What follows belongs to an exercise in optimizing a design on an open flow for a short achievable clock period and few clock cycles; a production flow would make more cautious choices.
Function was checked by simulation only, so behaviour that the tests miss may differ from the original.
Power is estimated from default activity; no workload was simulated.

## pipelined_cpu
module pipelined_cpu (
    input wire clk,
    input wire rst_n,
    output wire [31:0] instr_addr,
    input  wire [31:0] instr_data,
    output wire [31:0] data_addr,
    output wire [31:0] data_wdata,
    output wire [ 3:0] data_wenable,
    input  wire [31:0] data_rdata
);
==> flow/config.mk <==
export PLATFORM = sky130hd
export DESIGN_NAME = pipelined_cpu
export DESIGN_NICKNAME = pipelined_cpu
export VERILOG_FILES = /design/flow/design.v
export SDC_FILE = /design/flow/constraint.sdc
export NUM_CORES = 4
export LEC_CHECK = 0
export CAP_MARGIN = 20
export CORE_MARGIN = 2
export CORE_UTILIZATION = 45
export PLACE_DENSITY = 0.65
export SLEW_MARGIN = 20
==> flow/constraint.sdc <==
create_clock -name core_clock -period 11.0 [get_ports {clk}]
set_input_delay 2.2000 -clock core_clock [delete_from_list [all_inputs] [get_ports {clk}]]
set_output_delay 2.2000 -clock core_clock [all_outputs]
set_load 0.01 [all_outputs]
standard.sh (not shown) runs the stock make flow with config.mk's settings and CLKGATE_MAP_FILE= SYNTH_SCRIPT=/design/flow/synth_recipe.tcl, a recipe that flattens the netlist after the stock synthesis.
==> flow/flow/run.sh <==
#!/bin/bash
# Standard layout, with repair_timing aiming for more setup slack than the
# flow settings allow (same clock, same constraints), and free to resize
# cells to any drive strength.
set -euo pipefail
bash standard.sh SETUP_SLACK_MARGIN=8 MATCH_CELL_FOOTPRINT=0 finish > standard_flow.log 2>&1
The starting point completed without violations.
Testbench counts at the start, summed over its fixed seeds: cycles 478,929.
Rerun with:
==> flow/flow/run.sh (replaced) <==
#!/bin/bash
# Standard layout, with repair_timing aiming for more setup slack than the
# flow settings allow (same clock, same constraints).
set -euo pipefail
bash standard.sh SETUP_SLACK_MARGIN=8 finish > standard_flow.log 2>&1
Effect: The new run completed with no timing, DRC or antenna violations; non-clock buffer count climbs by 38; synthesized cell count does not change; via count went up by 1.5%; wire length rises by 1.2%; die area stays the same; setup slack loses 0.0056 ns; flip-flop and latch count stays the same; final area climbs by about 1.2%; clock power rises by about 2%.

========
pipelined_cpu again, from the RTL that the note above started with.
==> flow/design.v (excerpt) <==
module pipelined_cpu (
    input wire clk,
    input wire rst_n,
    output wire [31:0] instr_addr,
    input  wire [31:0] instr_data,
    output wire [31:0] data_addr,
    output wire [31:0] data_wdata,
    output wire [ 3:0] data_wenable,
    input  wire [31:0] data_rdata
);
  localparam BTB_N = 16;
  localparam BTB_IW = 4;
  localparam BTB_TW = 8;
  localparam BTB_GW = 12;   
  reg  [29:0] pc_f;
  reg         v_d;
  reg  [31:0] instr_d;
  reg  [29:0] off_d;
  reg  [31:1] rs1oh_d, rs2oh_d;
  reg  [31:1] rs1oh_hi_d, rs2oh_hi_d;
  reg  [29:0] pc_d;
  reg         pt_d;
  reg  [29:0] ptgt_d;
  reg         v_e;
  reg  [31:0] a_e, b_e, sd_e;
  reg  [31:0] sha_e;
  reg  [ 4:0] shb_e;
  reg         sub_e;
  reg         sel_add_e, sel_sll_e, sel_sr_e, sel_slt_e, sel_sltu_e;
  reg         sel_xor_e, sel_or_e, sel_and_e, sel_link_e;
  reg         sra_e;
  reg         br_e, jal_e, jalr_e;
  reg  [ 2:0] f3_e;
  reg         ld_e;
  reg  [ 3:0] st_e;
  reg  [ 4:0] rd_e;
  reg         wr_e;
  reg  [29:0] pc_e;
  reg  [29:0] link_e;
  reg  [29:0] tgt_e;
  reg         pt_e;
  reg  [29:0] ptgt_e;
  reg  [31:0] res_m;
  reg  [31:0] addr_m;
  reg  [31:0] sd_m;
  reg  [ 3:0] wen_m;
  reg         ld_m;
  reg  [ 2:0] ldf_m;
  reg  [ 4:0] rd_m;
  reg  [31:1] rdoh_m;
  reg         wr_m;
  reg         redir_m;
  reg         jalr_m;
  reg         taken_m;
  reg  [29:0] jt_m;
  reg  [29:0] tgt_m;
  reg  [29:0] link_m;
  reg         ctl_m;
  reg  [29:0] pc_m;
  wire [31:0] res_e;
  wire [31:0] wnext_m;
  reg  [BTB_N-1:0] btb_v;
  reg  [BTB_TW-1:0] btb_tag[0:BTB_N-1];
  ...
Settings: LEC_CHECK=0, CAP_MARGIN=20, CORE_MARGIN=2, CORE_UTILIZATION=45, PLACE_DENSITY=0.65, SLEW_MARGIN=20; clock period 11.0 ns.
==> flow/flow/run.sh <==
#!/bin/bash
# Standard layout, with repair_timing aiming for more setup slack than the
# flow settings allow (same clock, same constraints), and free to resize
# cells to any drive strength.
set -euo pipefail
bash standard.sh SETUP_SLACK_MARGIN=8.5 MATCH_CELL_FOOTPRINT=0 finish > standard_flow.log 2>&1
The baseline finished but fails on capacitance limit, slew limit.
Testbench counts at the start, summed over its fixed seeds: cycles 478,929.
Next try:
==> flow/flow/run.sh (replaced) <==
#!/bin/bash
# Standard layout, with repair_timing aiming for more setup slack than the
# flow settings allow (same clock, same constraints).
set -euo pipefail
bash standard.sh SETUP_SLACK_MARGIN=7.4 finish > standard_flow.log 2>&1
Result: The changed run completed with no timing, DRC or antenna violations. Total power drops by 13%. Via count came out lower by 7.0%. Final area decreases by 12%. Synthesized area is unchanged. Global-route usage is lower by 2.8 points. Maximum frequency climbs by 0.96%. Setup slack is better by 36 ps.

-- static timing again, ports no longer ideal --
The flow's constraints put no driver on any port. The routed layouts listed below were extracted and timed again, unchanged, in two steps.
Step 1, drivers: a clkbuf_16 drives clk and a buf_2 each remaining input, both assumed.
Step 2, shift: input delay + t, output delay - t, t = (earliest + latest rising clock arrival at the registers) / 2. This alone moves slack from input paths to output paths.
Slacks: ideal ports / drivers / drivers and shift; pairs: ideal ports / drivers.
run	t, ns	slack for setup (ns)	hold WS [ns]	worst setup path after step 2	clock arrival spread, ns
the first run of note 1	1.014	7.306 / 7.192 / 6.655	0.277 / 0.277 / 0.277	input to register	0.101 / 0.101
the second run of note 1	1.044	7.300 / 7.208 / 6.558	0.342 / 0.342 / 0.342	input to register	0.097 / 0.097
the first run of note 2	1.050	7.185 / 7.161 / 6.656	0.351 / 0.351 / 0.351	input to register	0.102 / 0.101
the second run of note 2	1.028	7.222 / 7.222 / 6.372	0.341 / 0.341 / 0.341	input to register	0.093 / 0.093
The setup slack of the second run of note 2, which loses most, moves by 0.000 ns with the drivers and by -0.850 ns with both steps.
